Source: an optimization exercise on an open RTL-to-GDS flow (aim: small area, a short achievable clock period and few clock cycles). Production flows keep margins and buffers that such runs may drop. In this exercise RTL edits were held to simulation tests only and were not proved equivalent to the original.

==> flow/design.v <==
`timescale 1ns/1ps
module muldiv_unit(
    input  logic clk,
    input  logic rst_n,
    input                muldiv_start, 
    input [2:0]          muldiv_op, 
    input [32-1:0]    muldiv_a, 
    input [32-1:0]    muldiv_b, 
    input [1-1:0] muldiv_hart_id, 
    input [4:0]          muldiv_rd,
    output                muldiv_busy, 
    output                muldiv_done, 
    output [32-1:0]    muldiv_result, 
    output [1-1:0] muldiv_done_hart_id, 
    output [4:0]          muldiv_done_rd
);
    logic st_mul, st_div, st_sw1, st_sw2, st_fix1, st_fix2;
    logic busy_r, done_r;
    logic [32:0] x;       
    logic [37:0] h;       
    logic [31:0] l;       
    logic        msign;   
    logic [5:0]  n;       
    logic        op_rem;
    logic        sa, sb;  
    logic        sel_mulh, sel_rem, sel_l;
    logic [1-1:0]  tag_hid;
    logic [5-1:0] tag_rd;
    logic [37:0] y0, y1;
    logic        cc0, cin;
    wire [37:0] cs  = h ^ y0 ^ y1;
    wire [37:0] cc  = {((h[36:0] & y0[36:0]) | (h[36:0] & y1[36:0]) | (y0[36:0] & y1[36:0])), cc0};
    wire [37:0] s   = cs + cc + {37'd0, cin};
    wire q   = ~s[37];
    wire xnz = |x[31:0];
    logic [31:0] sm;
    always_comb begin
        sm = ~y0[31:0];
        sm = sm | (sm >> 1);
        sm = sm | (sm >> 2);
        sm = sm | (sm >> 4);
        sm = sm | (sm >> 8);
        sm = sm | (sm >> 16);
    end
    wire [31:0] lm = sm >> 1;    
    wire [47:0] v16 = {h[32:0], l[31:17]};
    wire [35:0] v4  = {h[32:0], l[31:29]};
    wire ok16 = (n >= 6'd16) && (!xnz || ((v16 & ~{16'd0, lm}) == 48'd0));
    wire ok4  = (n >= 6'd4)  && (!xnz || ((v4  & ~{4'd0,  lm}) == 36'd0));
    wire fill = !xnz;
    wire negres = op_rem ? sa : ((sa ^ sb) && xnz);
    wire last_div = ok16 ? (n == 6'd16) : ok4 ? (n == 6'd4) : (n == 6'd1);
    function automatic [2:0] bdec(input [2:0] b);    
        case (b)
            3'b001, 3'b010: bdec = 3'b100;
            3'b011:         bdec = 3'b010;
            3'b100:         bdec = 3'b011;
            3'b101, 3'b110: bdec = 3'b101;
            default:        bdec = 3'b000;
        endcase
    endfunction
    wire in_div  = muldiv_op[2];
    wire in_sa   = in_div & ~muldiv_op[0] & muldiv_a[31];
    wire in_sb   = in_div & ~muldiv_op[0] & muldiv_b[31];
    wire a_sext  = (muldiv_op == 3'd1) || (muldiv_op == 3'd3);
    wire b_sext  = (muldiv_op == 3'd1) || (in_div && !muldiv_op[0]);
    wire idle    = !busy_r;
    wire start   = idle && muldiv_start;
    wire mul_end = st_mul && (n == 6'd1);
    wire div_end = st_div && last_div;
    wire nx_mul  = (start && !in_div) || (st_mul && !mul_end);
    wire nx_sw1  = start && in_div && in_sa;
    wire nx_sw2  = st_sw1;
    wire nx_div  = (start && in_div && !in_sa) || st_sw2 ||
                   (st_div && !last_div);
    wire nx_fix1 = div_end && negres;
    wire nx_fix2 = st_fix1;
    wire nx_done = mul_end || (div_end && !negres) || st_fix2;
    always_ff @(posedge clk or negedge rst_n) begin
        if (!rst_n) begin
            st_mul <= 1'b0; st_div <= 1'b0; st_sw1 <= 1'b0; st_sw2 <= 1'b0;
            st_fix1 <= 1'b0; st_fix2 <= 1'b0;
            busy_r <= 1'b0;
            done_r <= 1'b0;
        end else begin
            st_mul  <= nx_mul;
            st_div  <= nx_div;
            st_sw1  <= nx_sw1;
            st_sw2  <= nx_sw2;
            st_fix1 <= nx_fix1;
            st_fix2 <= nx_fix2;
            busy_r  <= nx_mul | nx_div | nx_sw1 | nx_sw2 | nx_fix1 | nx_fix2;
            done_r  <= nx_done;
        end
    end
    logic [32:0] x_nx;
    always_comb begin
        if (idle)                     x_nx = {b_sext & muldiv_b[31], muldiv_b};
        else if (st_sw1 || st_sw2)    x_nx = {st_sw2 & sb & l[31], l[31:0]};
        else if (st_fix1)             x_nx = {1'b0, (op_rem ? h[32:1] : l[31:0])};
        else                          x_nx = x;
    end
    logic       nx_is_mul, nx_neg;
    logic [2:0] d0_nx, d1_nx;
    always_comb begin
        d0_nx = 3'b000;
        d1_nx = 3'b000;
        nx_is_mul = 1'b0;
        nx_neg = 1'b1;
        if (idle) begin
            nx_is_mul = !in_div;
            d0_nx = bdec({muldiv_a[2:1], 1'b0});
            d1_nx = bdec(muldiv_a[4:2]);
            nx_neg = !in_sa && !in_sb;
        end else if (st_mul) begin
            nx_is_mul = 1'b1;
            d0_nx = bdec(l[6:4]);
            d1_nx = bdec({(n == 6'd2) ? msign : l[8], l[7:6]});
        end else begin
            nx_neg = (st_sw1 || st_fix1) ? 1'b1 : ~sb;
        end
        if (!nx_is_mul) d1_nx = 3'b000;
    end
    wire [37:0] xn38 = {{5{x_nx[32]}}, x_nx};
    wire        m1 = !nx_is_mul;                  
    wire        m2 = nx_is_mul && d0_nx[2];       
    wire        m4 = nx_is_mul && d0_nx[1];       
    wire        n0 = nx_is_mul ? d0_nx[0] : nx_neg;
    always_ff @(posedge clk) begin
        x   <= x_nx;
        y0  <= {((({37{m1}} & xn38[37:1]) | ({37{m2}} & xn38[36:0]) | ({37{m4}} & {xn38[35:0], 1'b0})) ^ {37{n0}}),
                (m1 ? (xn38[0] ^ n0) : d1_nx[0])};
        y1  <= {(({35{d1_nx[2]}} & xn38[34:0]) | ({35{d1_nx[1]}} & {xn38[33:0], 1'b0})) ^ {35{d1_nx[0]}},
                {3{d1_nx[0]}}};
        cc0 <= nx_is_mul & d0_nx[0];
        cin <= n0;
    end
    always_ff @(posedge clk) begin
        if (idle) begin
            l        <= muldiv_a;
            msign    <= a_sext & muldiv_a[31];
            h        <= (in_div || !muldiv_a[0]) ? 38'd0 : {{6{b_sext & muldiv_b[31]}}, muldiv_b};
            n        <= in_div ? 6'd33 : 6'd8;
            op_rem   <= muldiv_op[1];
            sa       <= in_sa;
            sb       <= in_sb;
            sel_mulh <= ~in_div & (muldiv_op[1:0] != 2'b00);
            sel_rem  <= in_div & muldiv_op[1];
            sel_l    <= ~(in_div & muldiv_op[1]) & ~(~in_div & (muldiv_op[1:0] != 2'b00));
            tag_hid  <= muldiv_hart_id;
            tag_rd   <= muldiv_rd;
        end else if (st_mul) begin
            h <= {{4{s[37]}}, s[37:4]};
            l <= {s[3:0], l[31:4]};
            n <= n - 6'd1;
        end else if (st_div) begin
            if (ok16) begin
                h <= {5'd0, h[16:0], l[31:16]};
                l <= {l[15:0], {16{fill}}};
                n <= n - 6'd16;
            end else if (ok4) begin
                h <= {5'd0, h[28:0], l[31:28]};
                l <= {l[27:0], {4{fill}}};
                n <= n - 6'd4;
            end else begin
                h <= {5'd0, (q ? s[31:0] : h[31:0]), l[31]};
                l <= {l[30:0], q};
                n <= n - 6'd1;
            end
        end else begin
            h <= 38'd0;
            l <= s[31:0];
            if (st_fix2) begin
                sel_rem <= 1'b0;
                sel_l   <= 1'b1;
            end
        end
    end
    assign muldiv_busy         = busy_r;
    assign muldiv_done         = done_r;
    assign muldiv_result       = ({32{sel_mulh}} & h[31:0]) |
                                 ({32{sel_rem}}  & h[32:1]) |
                                 ({32{sel_l}}    & l[31:0]);
    assign muldiv_done_hart_id = tag_hid;
    assign muldiv_done_rd      = tag_rd;
endmodule
==> flow/config.mk <==
export PLATFORM = sky130hd
export DESIGN_NAME = muldiv_unit
export DESIGN_NICKNAME = muldiv_unit
export VERILOG_FILES = /design/flow/design.v
export SDC_FILE = /design/flow/constraint.sdc
export NUM_CORES = 4
export LEC_CHECK = 0
export CAP_MARGIN = 20
export CORE_MARGIN = 2
export CORE_UTILIZATION = 25
export PLACE_DENSITY = 0.5
export SLEW_MARGIN = 20
==> flow/constraint.sdc <==
create_clock -name core_clock -period 11.0 [get_ports {clk}]
set_input_delay 2.2000 -clock core_clock [delete_from_list [all_inputs] [get_ports {clk}]]
set_output_delay 2.2000 -clock core_clock [all_outputs]
set_load 0.01 [all_outputs]
standard.sh (not shown) runs the stock make flow with config.mk's settings and CLKGATE_MAP_FILE= SYNTH_SCRIPT=/design/flow/synth_recipe.tcl, a recipe that flattens the netlist after the stock synthesis.
==> flow/flow/run.sh <==
#!/bin/bash
cp standard.sh standard.sh.txt
export SETUP_SLACK_MARGIN=7
export BUFFER_PORTS_ARGS="-buffer_cell sky130_fd_sc_hd__buf_1"
bash standard.sh > standard.log 2>&1
The baseline passed the timing, DRC and antenna checks.
Testbench counts at the start, summed over its fixed seeds: cycles 114,349.
Change:
--- a/flow/design.v
+++ b/flow/design.v
@@ -21,11 +21,11 @@
     logic [31:0] l;       
     logic        msign;   
     logic [5:0]  n;       
     logic        op_rem;
     logic        sa, sb;  
-    logic        sel_mulh, sel_rem, sel_l;
+    logic        sel_mulh, sel_rem;
     logic [1-1:0]  tag_hid;
     logic [5-1:0] tag_rd;
     logic [37:0] y0, y1;
     logic        cc0, cin;
     wire [37:0] cs  = h ^ y0 ^ y1;
@@ -144,11 +144,10 @@
             op_rem   <= muldiv_op[1];
             sa       <= in_sa;
             sb       <= in_sb;
             sel_mulh <= ~in_div & (muldiv_op[1:0] != 2'b00);
             sel_rem  <= in_div & muldiv_op[1];
-            sel_l    <= ~(in_div & muldiv_op[1]) & ~(~in_div & (muldiv_op[1:0] != 2'b00));
             tag_hid  <= muldiv_hart_id;
             tag_rd   <= muldiv_rd;
         end else if (st_mul) begin
             h <= {{4{s[37]}}, s[37:4]};
             l <= {s[3:0], l[31:4]};
@@ -168,19 +167,16 @@
                 n <= n - 6'd1;
             end
         end else begin
             h <= 38'd0;
             l <= s[31:0];
-            if (st_fix2) begin
-                sel_rem <= 1'b0;
-                sel_l   <= 1'b1;
-            end
+            if (st_fix2) sel_rem <= 1'b0;
         end
     end
     assign muldiv_busy         = busy_r;
     assign muldiv_done         = done_r;
-    assign muldiv_result       = ({32{sel_mulh}} & h[31:0]) |
-                                 ({32{sel_rem}}  & h[32:1]) |
-                                 ({32{sel_l}}    & l[31:0]);
+    assign muldiv_result       = sel_mulh ? h[31:0] :
+                                 sel_rem  ? h[32:1] :
+                                 l[31:0];
     assign muldiv_done_hart_id = tag_hid;
     assign muldiv_done_rd      = tag_rd;
 endmodule
Result: Via count is higher by 3.4%; final cell count grows by about 2.6%; area after synthesis grows by about 1.5%; sequential share of layout area drops by 1.2 points; clock-buffer cell count grows by 3; first-iteration DRC count fell by about 4%; die area is higher by 1.5%; global-route usage went up by 0.86 points; wire length went up by 4.7%.
Testbench counts after the change, summed over its fixed seeds: cycles 114,349.

-- what the ideal ports hide --
In the flow no input, the clock included, has a driving cell. The finished layouts below were timed again as built, in two steps. Step 1 assumes that a clkbuf_16 drives the clock port and a buf_2 every other input. Step 2 times the ports against the registers' clock, not the clock port: input delays grow and output delays shrink by t, the midpoint of the rising clock arrivals with the driver on. a / b / c = no drivers / after step 1 / after step 2; a / b = the first two.
run | t, ns | setup slack, ns | worst data-port slew with drivers (ns)
the first run | 0.532 | 6.758 / 6.702 / 6.646 | 0.05
the second run | 0.526 | 6.920 / 6.866 / 6.451 | 0.05
After both steps every run listed still meets setup and hold. For the second run, which loses most, drivers alone change the setup slack by -0.054 ns; drivers and shift together by -0.469 ns.
